What follows belongs to an exercise in optimizing a design on an open flow for small area, a short achievable clock period and few clock cycles; a production flow would make more cautious choices. Only simulation tests tie the RTL to the original design; equivalence was not proved.

==> flow/design.v (excerpt) <==
module Milestone_1 (
   input  logic            Clock_50,
   input  logic            Resetn,
   input  logic            Initialize,
   input  logic   [15:0]   SRAM_read_data,
   output logic   [17:0]   SRAM_address,
   output logic   [15:0]   SRAM_write_data,
   output logic            SRAM_we_n,
   output logic            sim_done
);
==> flow/config.mk <==
export PLATFORM = sky130hd
export DESIGN_NAME = Milestone_1
export DESIGN_NICKNAME = Milestone_1
export VERILOG_FILES = /design/flow/design.v
export SDC_FILE = /design/flow/constraint.sdc
export NUM_CORES = 4
export LEC_CHECK = 0
export CAP_MARGIN = 20
export CORE_MARGIN = 2
export CORE_UTILIZATION = 40
export SLEW_MARGIN = 20
==> flow/constraint.sdc <==
create_clock -name core_clock -period 14.0 [get_ports {Clock_50}]
set_input_delay 2.8000 -clock core_clock [delete_from_list [all_inputs] [get_ports {Clock_50}]]
set_output_delay 2.8000 -clock core_clock [all_outputs]
set_load 0.01 [all_outputs]
standard.sh (not shown) runs the stock make flow with config.mk's settings and CLKGATE_MAP_FILE= SYNTH_SCRIPT=/design/flow/synth_recipe.tcl, a recipe that flattens the netlist after the stock synthesis.
==> flow/flow/run.sh <==
#!/bin/bash
# Standard ORFS layout (the standard.sh, standard synthesis script) with
# two changes to how the layout is made: synthesis leaves the adders to ABC
# (no full-adder cell extraction), and OpenROAD's timing repair aims for a
# larger setup margin, so that repair works the design's own paths below the
# 14 ns constraint. The SDC is unchanged. make's output goes to flow_make.log.
set -euo pipefail
MARGIN=$(cat flow/setup_margin.txt)
bash standard.sh ADDER_MAP_FILE= SETUP_SLACK_MARGIN=$MARGIN finish > flow_make.log 2>&1
==> flow/flow/setup_margin.txt <==
9
The baseline produced a clean layout.
Testbench counts at the start, summed over its fixed seeds: cycles 774,748.
Rerun with:
==> flow/run.sh (new file) <==
#!/bin/bash
# synth_recipe.tcl (not shown) runs the flow's synth.tcl, then flattens the netlist and writes it again
# the make line also repeats each setting of config.mk as NAME=value (left out here)
make -C /OpenROAD-flow-scripts/flow DESIGN_CONFIG=/design/flow/config.mk WORK_HOME=/design/flow/orfs CLKGATE_MAP_FILE= SYNTH_SCRIPT=/design/flow/synth_recipe.tcl finish
removed: flow/flow/run.sh
removed: flow/flow/setup_margin.txt
removed: flow/standard.sh
Result: The new run passed the timing, design-rule and antenna checks; via count drops by 23%; register-to-register slack got worse by 1200 ps; setup slack loses 1200 ps; die area is lower by 8.6%.
Rerun with:
==> flow/flow/run.sh (new file) <==
#!/bin/bash
# Standard ORFS layout (the standard.sh, standard synthesis script) with a
# larger setup margin for OpenROAD's timing repair, so that repair works the
# design's own paths below the 14 ns constraint. The SDC is unchanged.
set -euo pipefail
MARGIN=$(cat flow/setup_margin.txt)
bash standard.sh SETUP_SLACK_MARGIN=$MARGIN finish > flow_make.log 2>&1
==> flow/flow/setup_margin.txt (new file) <==
9
==> flow/standard.sh (new file) <==
#!/bin/bash
# synth_recipe.tcl (not shown) runs the flow's synth.tcl, then flattens the netlist and writes it again
# the make line also repeats each setting of config.mk as NAME=value (left out here)
make -C /OpenROAD-flow-scripts/flow DESIGN_CONFIG=/design/flow/config.mk WORK_HOME=/design/flow/orfs CLKGATE_MAP_FILE= SYNTH_SCRIPT=/design/flow/synth_recipe.tcl "${@:-finish}"
removed: flow/run.sh
The new run ran to the end with no violations.
Critical path depth went up by 1.
Sequential share of layout area decreases by 0.77 points.
Design area increases by a few percent.
Final cell count goes up slightly.
Synthesized cell count does not change.

Milestone_1, a different RTL version from the one above (not shown whole).
Size in the first run: roughly 310 flip-flops, about 55 I/O pins.
==> flow/config.mk <==
export PLATFORM = sky130hd
export DESIGN_NAME = Milestone_1
export DESIGN_NICKNAME = Milestone_1
export VERILOG_FILES = /design/flow/design.v
export SDC_FILE = /design/flow/constraint.sdc
export NUM_CORES = 4
export LEC_CHECK = 0
export CAP_MARGIN = 20
export CORE_MARGIN = 2
export CORE_UTILIZATION = 40
export SLEW_MARGIN = 20
==> flow/constraint.sdc <==
create_clock -name core_clock -period 14.0 [get_ports {Clock_50}]
set_input_delay 2.8000 -clock core_clock [delete_from_list [all_inputs] [get_ports {Clock_50}]]
set_output_delay 2.8000 -clock core_clock [all_outputs]
set_load 0.01 [all_outputs]
==> flow/flow/run.sh <==
#!/bin/bash
# Standard ORFS layout (the standard.sh, standard synthesis script) with a
# larger setup margin for OpenROAD's timing repair, so that repair works the
# design's own paths below the 14 ns constraint. The SDC is unchanged.
set -euo pipefail
MARGIN=$(cat flow/setup_margin.txt)
bash standard.sh SETUP_SLACK_MARGIN=$MARGIN finish > flow_make.log 2>&1
==> flow/flow/setup_margin.txt <==
9
Testbench counts at the start, summed over its fixed seeds: cycles 774,748.
Edit:
==> flow/flow/run.sh (replaced) <==
#!/bin/bash
# Standard ORFS layout through the standard.sh, with two changes to how
# the layout is made:
#  - synthesis is the standard script with Yosys's quick ABC pass in
#    `synth` skipped (-noabc), so the full adders extract_fa finds keep the
#    polarity they are written with; registers are unchanged;
#  - OpenROAD's timing repair aims for a larger setup margin, so that repair
#    works the design's paths below the 14 ns constraint.
# The SDC is unchanged. make's output goes to flow_make.log.
set -euo pipefail
MARGIN=$(cat flow/setup_margin.txt)
sed 's/yosys synth -nofsm -noshare /yosys synth -nofsm -noshare -noabc /' synth_recipe.tcl > flow_synth.tcl
grep -q -- '-noabc' flow_synth.tcl
bash standard.sh SYNTH_SCRIPT="$PWD/flow_synth.tcl" SETUP_SLACK_MARGIN=$MARGIN finish > flow_make.log 2>&1
==> flow/flow/setup_margin.txt (replaced) <==
9.5
After rerunning: The changed run finished with timing, DRC and antenna clean. Core utilization goes up by 1.6 points. Cell area goes up by about 3.2%. Count of clock-buffer cells in the layout goes up by 5. Hold slack is better by 0.0035 ns. Register-to-register slack is better by 0.31 ns. Fmax goes up by 6.8%. Critical path depth goes down by 4. Global-route usage goes up by 1.3 points.
Edit:
==> flow/flow/run.sh (replaced) <==
#!/bin/bash
# Standard ORFS layout (the standard.sh, standard synthesis script) with a
# larger setup margin for OpenROAD's timing repair, so that repair works the
# design's own paths below the 14 ns constraint. The SDC is unchanged.
set -euo pipefail
MARGIN=$(cat flow/setup_margin.txt)
bash standard.sh SETUP_SLACK_MARGIN=$MARGIN finish > flow_make.log 2>&1
=> The new run finished clean. Non-clock buffer count rose by 2. Critical path depth goes up by 6. Setup slack gets worse by 0.068 ns. Wire length came out lower by 2.1%.

## separate check: timing with driven ports
In the flow no input, the clock included, has a driving cell. The finished layouts below were timed again as built, in two steps. Step 1, drivers: a clkbuf_16 drives Clock_50 and a buf_2 each remaining input, both assumed. Step 2, shift: input delay + t, output delay - t, t = (earliest + latest rising clock arrival at the registers) / 2. This alone moves slack from input paths to output paths. a / b / c = ideal ports / drivers / drivers and shift; a / b = the first two.
run	shift t [ns]	setup slack, ns	worst setup path at the end	pins driven straight from the clock port
the first run of note 1	0.623	9.104 / 9.104 / 9.104	register to register	1
the second run of note 1	0.629	7.926 / 7.926 / 7.926	register to register	1
the third run of note 1	0.605	9.069 / 9.069 / 9.069	register to register	1
the first run of note 2	0.620	9.141 / 9.141 / 9.140	input to register	1
the second run of note 2	0.611	9.452 / 9.452 / 9.319	input to register	1
the third run of note 2	0.626	9.384 / 9.384 / 9.274	input to register	1
After both steps every run listed still meets setup and hold. The setup slack of the second run of note 2, which loses most, moves by 0.000 ns with the drivers and by -0.133 ns with both steps.
